Context: an optimization exercise on an open-source flow, tuned for small area. The choices shown serve that exercise and are no tape-out recipe. RTL that was checked went through simulation tests only; none was proved equivalent to the original. Power is estimated from default activity; no workload was simulated.

## OLED_interface
module OLED_interface (input i_CLK,
                       input i_RST,
                       input [1:0] i_MODE,
                       input i_START,
                       input [7:0] i_TEXT_COLOR,
                       input [7:0] i_BACKGROUND_COLOR,
                       input [767:0] i_ASCII,
                       output reg o_READY,
                       output o_CS,
                       output o_MOSI,
                       output o_SCK,
                       output o_DC,
                       output reg o_RES,
                       output reg o_VCCEN,
                       output reg o_PMODEN,
                       output o_MOSI_FINAL_BIT,
                       output o_MOSI_FINAL_BYTE);
Settings: LEC_CHECK=0, ABC_AREA=1, CAP_MARGIN=20, CORE_AREA=2 2 278 278, DIE_AREA=0 0 280 280, SLEW_MARGIN=20, SYNTH_MEMORY_MAX_BITS=20000; clock period 10.0 ns.
standard.sh (not shown) runs the stock make flow with config.mk's settings and CLKGATE_MAP_FILE= SYNTH_SCRIPT=/design/flow/synth_recipe.tcl, a recipe that flattens the netlist after the stock synthesis.
==> flow/flow/run.sh <==
#!/bin/bash
# Own layout flow: the standard flow (standard.sh: unchanged synthesis,
# floorplan, power grid, tap cells, placement, CTS and routing) with two
# changes to how the layout is made:
#  - the port buffers that global placement inserts are sky130_fd_sc_hd__buf_1
#    instead of the cell buffer_ports picks by itself (every input and output
#    port still gets its own buffer);
#  - clock tree synthesis builds the tree from clkbuf_4 cells, with at most 12
#    registers per leaf buffer within 40 um, and adds no dummy loads.
# standard.sh writes each step's full log under orfs/logs; the make output
# goes to standard_flow.log here.
set -euo pipefail
export BUFFER_PORTS_ARGS="-buffer_cell sky130_fd_sc_hd__buf_1"
export CTS_ARGS="-sink_clustering_enable -repair_clock_nets -dont_use_dummy_load -buf_list sky130_fd_sc_hd__clkbuf_4 -sink_clustering_size 12 -sink_clustering_max_diameter 40"
bash standard.sh finish > standard_flow.log 2>&1
Next try:
==> flow/flow/run.sh (replaced) <==
#!/bin/bash
# Own layout flow: the standard flow (standard.sh: unchanged synthesis,
# floorplan, power grid, tap cells, placement, CTS and routing) with two
# changes to how the layout is made:
#  - the port buffers that global placement inserts are sky130_fd_sc_hd__buf_1
#    instead of the cell buffer_ports picks by itself (every input and output
#    port still gets its own buffer);
#  - clock tree synthesis builds the tree from clkbuf_8 cells, with at most 20
#    registers per leaf buffer within 50 um, and adds no dummy loads.
# standard.sh writes each step's full log under orfs/logs; the make output
# goes to standard_flow.log here.
set -euo pipefail
export BUFFER_PORTS_ARGS="-buffer_cell sky130_fd_sc_hd__buf_1"
export CTS_ARGS="-sink_clustering_enable -repair_clock_nets -dont_use_dummy_load -buf_list sky130_fd_sc_hd__clkbuf_8 -sink_clustering_size 20 -sink_clustering_max_diameter 50"
bash standard.sh finish > standard_flow.log 2>&1
Outcome: The new run finished clean; routed wire length fell slightly; sequential share of layout area falls by 0.38 points; clock-buffer cell count came out lower by 23; worst setup slack loses 0.28 ns; power goes up by a few percent.
Next try:
PLACE_DENSITY = 0.8   (was default)
=> Area after synthesis is unchanged; combinational power rises by 3.3%; via count rose by 2.3%; setup slack improves by 0.50 ns; sequential share of layout area barely changes; cell count hardly moves; routed wire length is about the same; total power is about the same.
Next try:
==> flow/flow/run.sh (replaced) <==
#!/bin/bash
# Own layout flow: the standard flow (standard.sh: unchanged synthesis,
# floorplan, power grid, tap cells, placement, CTS and routing) with two
# changes to how the layout is made:
#  - the port buffers that global placement inserts are sky130_fd_sc_hd__buf_1
#    instead of the cell buffer_ports picks by itself (every input and output
#    port still gets its own buffer);
#  - clock tree synthesis builds the tree from clkbuf_4 cells, with at most 10
#    registers per leaf buffer within 35 um, and adds no dummy loads.
# standard.sh writes each step's full log under orfs/logs; the make output
# goes to standard_flow.log here.
set -euo pipefail
export BUFFER_PORTS_ARGS="-buffer_cell sky130_fd_sc_hd__buf_1"
export CTS_ARGS="-sink_clustering_enable -repair_clock_nets -dont_use_dummy_load -buf_list sky130_fd_sc_hd__clkbuf_4 -sink_clustering_size 10 -sink_clustering_max_diameter 35"
bash standard.sh finish > standard_flow.log 2>&1
PLACE_DENSITY = default   (was 0.8)
Outcome: Clock skew came out higher by 0.045 ns. Total power came out lower by about 2.5%. Final area came out lower by about 0.33%. Critical path depth came out lower by 11. Via count came out lower by about 1.1%.

* * *

Another version of the RTL of OLED_interface (not shown whole).
Size: about 2500 cells after synthesis, ~800 I/O pins, roughly 25000 sq um of cells after synthesis.
Settings: LEC_CHECK=0, ABC_AREA=1, CAP_MARGIN=20, CORE_AREA=2 2 278 278, DIE_AREA=0 0 280 280, SLEW_MARGIN=20, SYNTH_MEMORY_MAX_BITS=20000; clock period 10.0 ns.
==> flow/flow/run.sh <==
#!/bin/bash
# Own layout flow, built on the standard flow (standard.sh):
#  1. the standard synthesis, unchanged (bash standard.sh synth);
#  2. the combinational logic of that netlist is mapped again with ABC's
#     area-oriented mapper and a local rewrite of the ring's folded bits
#     (flow/reopt.sh, flow/fold.py); every register instance is kept as it is
#     (same name, same cell), only the gates between them change;
#  3. the rest of the standard flow (floorplan, power grid, tap cells,
#     placement, CTS, routing) on that netlist, with two changes to how the
#     layout is made:
#     - the port buffers that global placement inserts are
#       sky130_fd_sc_hd__buf_1 (every input and output port still gets its
#       own buffer);
#     - clock tree synthesis builds the tree from clkbuf_4 cells, with at most
#       10 registers per leaf buffer within 35 um, and adds no dummy loads.
# Each tool's full output goes to a log file in this folder (and ORFS's own
# step logs under orfs/logs).
set -euo pipefail
export BUFFER_PORTS_ARGS="-buffer_cell sky130_fd_sc_hd__buf_1"
export CTS_ARGS="-sink_clustering_enable -repair_clock_nets -dont_use_dummy_load -buf_list sky130_fd_sc_hd__clkbuf_4 -sink_clustering_size 10 -sink_clustering_max_diameter 35"
bash standard.sh synth > standard_synth.log 2>&1
bash flow/reopt.sh > reopt.log 2>&1
bash standard.sh finish > standard_flow.log 2>&1
==> flow/flow/reopt.sh <==
#!/bin/bash
# Maps the combinational logic of the standard synthesis netlist again with
# ABC's area mapper (amap). Registers are kept as black boxes, so their
# instances, names and cells do not change. flow/fold.py then rewrites the
# gates of the ring's folded bits 5 and 6 (same function, fewer cells).
set -euo pipefail
PLATFORM=${FLOW_PLATFORM:-sky130hd}
R=orfs/results/$PLATFORM/OLED_interface/base
LIB=$FLOW_HOME/platforms/$PLATFORM/lib/sky130_fd_sc_hd__tt_025C_1v80.lib
YOSYS=$FLOW_HOME/../tools/install/yosys/bin/yosys
[[ -x $YOSYS ]] || YOSYS=yosys
cp $R/1_2_yosys.v $R/1_2_yosys.standard.v
echo "strash; dch -f; amap; topo" > reopt.abc
cat > reopt.ys <<EOY
read_liberty -ignore_miss_func $LIB
blackbox $(cat flow/seq_cells.txt)
read_verilog $R/1_2_yosys.standard.v
hierarchy -top ${FLOW_TOP:-OLED_interface}
flatten
delete t:\$scopeinfo
opt_clean
abc -liberty $LIB -dont_use sky130_fd_sc_hd__probe_p_8 -dont_use sky130_fd_sc_hd__probec_p_8 -dont_use sky130_fd_sc_hd__lpflow_* -dont_use sky130_fd_sc_hd__fill_* -script reopt.abc
opt_clean -purge
rename -hide w:*.*
stat -liberty $LIB
write_verilog -noattr -noexpr reopt_netlist.v
EOY
$YOSYS -s reopt.ys
# local rewrite of the ring's folded bits (see flow/fold.py)
python3 flow/fold.py reopt_netlist.v reopt_fold.v || cp reopt_netlist.v reopt_fold.v
cp reopt_fold.v $R/1_2_yosys.v
rm -f $R/1_synth.odb $R/1_synth.sdc
Other scripts of this flow, unchanged in this note and not shown: flow/flow/fold.py, flow/flow/seq_cells.txt
The starting point passed the timing, DRC and antenna checks.
Rerun with:
--- a/flow/config.mk
+++ b/flow/config.mk
@@ -8,6 +8,6 @@
 export ABC_AREA = 1
-export CAP_MARGIN = 20
+export CAP_MARGIN = 0
 export CORE_AREA = 2 2 278 278
 export DIE_AREA = 0 0 280 280
-export SLEW_MARGIN = 20
+export SLEW_MARGIN = 0
 export SYNTH_MEMORY_MAX_BITS = 20000
What happened: Count of clock-buffer cells in the layout stays the same. Via count hardly moves. Setup slack stays flat.
Rerun with:
--- a/flow/flow/run.sh
+++ b/flow/flow/run.sh
@@ -14,3 +14,3 @@
 #     - clock tree synthesis builds the tree from clkbuf_4 cells, with at most
-#       10 registers per leaf buffer within 35 um, and adds no dummy loads.
+#       10 registers per leaf buffer within 45 um, and adds no dummy loads.
 # Each tool's full output goes to a log file in this folder (and ORFS's own
@@ -19,3 +19,3 @@
 export BUFFER_PORTS_ARGS="-buffer_cell sky130_fd_sc_hd__buf_1"
-export CTS_ARGS="-sink_clustering_enable -repair_clock_nets -dont_use_dummy_load -buf_list sky130_fd_sc_hd__clkbuf_4 -sink_clustering_size 10 -sink_clustering_max_diameter 35"
+export CTS_ARGS="-sink_clustering_enable -repair_clock_nets -dont_use_dummy_load -buf_list sky130_fd_sc_hd__clkbuf_4 -sink_clustering_size 10 -sink_clustering_max_diameter 45"
 bash standard.sh synth > standard_synth.log 2>&1
--- a/flow/config.mk
+++ b/flow/config.mk
@@ -8,6 +8,6 @@
 export ABC_AREA = 1
-export CAP_MARGIN = 0
+export CAP_MARGIN = 20
 export CORE_AREA = 2 2 278 278
 export DIE_AREA = 0 0 280 280
-export SLEW_MARGIN = 0
+export SLEW_MARGIN = 20
 export SYNTH_MEMORY_MAX_BITS = 20000
The changed run went through all stages and came out clean.
Fmax climbs slightly.
Design area drops slightly.
Clock-buffer cell count drops by 16.
Worst setup slack gets better by 0.098 ns.
Rerun with:
--- a/flow/flow/run.sh
+++ b/flow/flow/run.sh
@@ -3,4 +3,5 @@
 #  1. the standard synthesis, unchanged (bash standard.sh synth);
-#  2. the combinational logic of that netlist is mapped again with ABC's
-#     area-oriented mapper and a local rewrite of the ring's folded bits
+#  2. the combinational logic of that netlist is optimised again with ABC
+#     (&deepsyn, then the area-oriented mapper amap) and a local rewrite of
+#     the ring's folded bits
 #     (flow/reopt.sh, flow/fold.py); every register instance is kept as it is
--- a/flow/flow/reopt.sh
+++ b/flow/flow/reopt.sh
@@ -1,4 +1,4 @@
 #!/bin/bash
-# Maps the combinational logic of the standard synthesis netlist again with
-# ABC's area mapper (amap). Registers are kept as black boxes, so their
+# Optimises the combinational logic of the standard synthesis netlist again
+# with ABC (&deepsyn for 15 minutes, then choices and the area mapper amap). Registers are kept as black boxes, so their
 # instances, names and cells do not change. flow/fold.py then rewrites the
@@ -12,3 +12,3 @@
 cp $R/1_2_yosys.v $R/1_2_yosys.standard.v
-echo "strash; dch -f; amap; topo" > reopt.abc
+echo "strash; &get -n; &deepsyn -T 900; &put; dch -f; amap; topo" > reopt.abc
 cat > reopt.ys <<EOY
=> Total power goes up by about 7%; hold slack gets better by 0.0098 ns; worst setup slack gets worse by 0.42 ns; final area is lower by 0.86%; die area stays the same; non-clock buffer count is higher by 7.

* * *

OLED_interface, a different RTL version from the one above (not shown whole).
Size in the first run: roughly 3300 cells after synthesis, roughly 760 flip-flops, roughly 800 I/O pins, about 31000 µm² of cells after synthesis.
export LEC_CHECK = 0
export ABC_AREA = 1
export CAP_MARGIN = 20
export CORE_AREA = 2 2 278 278
export CTS_BUF_LIST = sky130_fd_sc_hd__clkbuf_4
export DIE_AREA = 0 0 280 280
export SLEW_MARGIN = 20
export SYNTH_MEMORY_MAX_BITS = 20000
create_clock -name core_clock -period 10.0 [get_ports {i_CLK}]
==> flow/flow/run.sh <==
#!/bin/bash
# Own layout flow: the standard flow (standard.sh, unchanged synthesis,
# floorplan, power grid, tap cells, placement, CTS and routing), with the
# port buffers that global placement inserts made of sky130_fd_sc_hd__buf_1
# instead of the cell buffer_ports picks by itself. Every input and output
# port still gets its own buffer.
set -euo pipefail
export BUFFER_PORTS_ARGS="-buffer_cell sky130_fd_sc_hd__buf_1"
bash standard.sh finish > standard_flow.log 2>&1
==> next run, changes <==
Settings changed: CTS_BUF_LIST sky130_fd_sc_hd__clkbuf_4 to sky130_fd_sc_hd__clkbuf_16, CTS_CLUSTER_DIAMETER from default to 60, CTS_CLUSTER_SIZE from default to 30.
- routed wire length decreases by 1.5%
- worst setup slack improves by 25 ps
- design area decreases by 1.4%
- critical path depth is unchanged
- synthesized cell count stays the same
- cell count decreases by 4.5%
- hold slack improves by 50 ps
- core utilization decreases by 0.69 points
- sequential share of layout area increases by 0.63 points
No run of this note included a check of the RTL's function; only the layout flow was run.

* * *

Another version of the RTL of OLED_interface (not shown whole).
Size in the first run: ~31000 µm² of cells after synthesis.
make LEC_CHECK=0 ABC_AREA=1 CAP_MARGIN=20 CORE_MARGIN=2 CORE_UTILIZATION=80 SLEW_MARGIN=20 SYNTH_MEMORY_MAX_BITS=20000 finish   # period 10.0 ns
run.sh (not shown) runs the stock make flow with config.mk's settings and CLKGATE_MAP_FILE= SYNTH_SCRIPT=/design/flow/synth_recipe.tcl, a recipe that flattens the netlist after the stock synthesis.
Stock flow here: none of the scripts above is used.
The starting point died in I/O pin placement (PPL-0024).
==> next run, changes <==
- CORE_AREA: unset -> 2 2 278 278
- CORE_MARGIN: 2 -> unset
- CORE_UTILIZATION: 80 -> unset
- DIE_AREA: unset -> 0 0 280 280
After rerunning:
- Now the flow produced a clean layout
- synthesized area is unchanged
- synthesized cell count does not change

* * *

OLED_interface with an RTL version that a note above also has.
Size in the first run: roughly 3300 cells after synthesis, ~800 I/O pins.
Settings: LEC_CHECK=0, ABC_AREA=1, CAP_MARGIN=20, CORE_AREA=2 2 278 278, DIE_AREA=0 0 280 280, SLEW_MARGIN=20, SYNTH_MEMORY_MAX_BITS=20000; clock period 10.0 ns.
standard.sh (not shown) runs the stock make flow with config.mk's settings and CLKGATE_MAP_FILE= SYNTH_SCRIPT=/design/flow/synth_recipe.tcl, a recipe that flattens the netlist after the stock synthesis.
==> flow/flow/run.sh <==
#!/bin/bash
# Own layout flow: the standard flow (standard.sh: unchanged synthesis,
# floorplan, power grid, tap cells, placement, CTS and routing) with two
# changes to how the layout is made:
#  - the port buffers that global placement inserts are sky130_fd_sc_hd__buf_1
#    instead of the cell buffer_ports picks by itself (every input and output
#    port still gets its own buffer);
#  - clock tree synthesis builds the tree from clkbuf_2 cells, with at most 6
#    registers per leaf buffer within 25 um, and adds no dummy loads.
# standard.sh writes each step's full log under orfs/logs; the make output
# goes to standard_flow.log here.
set -euo pipefail
export BUFFER_PORTS_ARGS="-buffer_cell sky130_fd_sc_hd__buf_1"
export CTS_ARGS="-sink_clustering_enable -repair_clock_nets -dont_use_dummy_load -buf_list sky130_fd_sc_hd__clkbuf_2 -sink_clustering_size 6 -sink_clustering_max_diameter 25"
bash standard.sh finish > standard_flow.log 2>&1
Then changed:
==> flow/flow/run.sh (replaced) <==
#!/bin/bash
# Own layout flow: the standard flow (standard.sh: unchanged synthesis,
# floorplan, power grid, tap cells, placement, CTS and routing) with two
# changes to how the layout is made:
#  - the port buffers that global placement inserts are sky130_fd_sc_hd__buf_1
#    instead of the cell buffer_ports picks by itself (every input and output
#    port still gets its own buffer);
#  - clock tree synthesis builds the tree from clkbuf_4 cells, with at most 10
#    registers per leaf buffer within 35 um, and adds no dummy loads.
# standard.sh writes each step's full log under orfs/logs; the make output
# goes to standard_flow.log here.
set -euo pipefail
export BUFFER_PORTS_ARGS="-buffer_cell sky130_fd_sc_hd__buf_1"
export CTS_ARGS="-sink_clustering_enable -repair_clock_nets -dont_use_dummy_load -buf_list sky130_fd_sc_hd__clkbuf_4 -sink_clustering_size 10 -sink_clustering_max_diameter 35"
bash standard.sh finish > standard_flow.log 2>&1
=> The changed run finished clean; clock power goes down by about 5%; cell area goes down by about 0.3%; worst hold slack improved by 0.13 ns; area after synthesis stays the same; count of clock-buffer cells in the layout goes down by 77; core utilization goes down by 0.14 points; routed wire length goes down by 0.55%; maximum frequency goes up by 0.78%; register-to-register slack improved by 0.08 ns.

-- what the ideal ports hide --
The results above use ideal ports. As a check the final layouts listed here were re-extracted and re-timed, cells and wires unchanged.
Step 1 assumes that a clkbuf_16 drives the clock port and a buf_2 every other input.
Step 2, shift: input delay + t, output delay - t, t = (earliest + latest rising clock arrival at the registers) / 2. This alone moves slack from input paths to output paths.
Three values: no drivers, after step 1, after step 2; two values: the first two.
| run | t, ns | slack for setup (ns) | clock arrival spread, ns | worst data-port slew with drivers (ns) |
|---|---|---|---|---|
| the first run of note 1 | 0.931 | 5.713 / 5.730 / 4.799 | 0.162 / 0.162 | 0.13 |
| the second run of note 1 | 0.721 | 5.434 / 5.463 / 4.742 | 0.160 / 0.160 | 0.14 |
| the third run of note 1 | 0.701 | 5.933 / 5.933 / 5.369 | 0.139 / 0.138 | 0.11 |
| the fourth run of note 1 | 0.943 | 5.701 / 5.729 / 4.786 | 0.213 / 0.214 | 0.15 |
| the first run of note 2 | 0.931 | 4.328 / 4.328 / 4.328 | 0.191 / 0.191 | 0.18 |
| the second run of note 2 | 0.930 | 4.329 / 4.329 / 4.329 | 0.191 / 0.191 | 0.18 |
| the third run of note 2 | 0.907 | 4.427 / 4.427 / 4.427 | 0.189 / 0.188 | 0.17 |
| the fourth run of note 2 | 0.897 | 4.003 / 4.003 / 4.003 | 0.213 / 0.213 | 0.15 |
| the first run of note 3 | 1.062 | 5.146 / 5.146 / 4.832 | 0.105 / 0.104 | 0.19 |
| the second run of note 3 | 0.689 | 5.171 / 5.171 / 4.789 | 0.047 / 0.046 | 0.19 |
| the second run of note 4 | 0.706 | 4.882 / 4.926 / 4.220 | 0.036 / 0.035 | 0.20 |
| the first run of note 5 | 1.325 | 5.151 / 5.151 / 4.262 | 0.350 / 0.350 | 0.15 |
| the second run of note 5 | 0.916 | 5.189 / 5.227 / 4.314 | 0.194 / 0.194 | 0.15 |
Clock arrivals are far apart in the first run of note 5, so t is only a midpoint there and step 2 fits no single register. The setup slack of the fourth run of note 1, which loses most, moves by +0.028 ns with the drivers and by -0.915 ns with both steps.
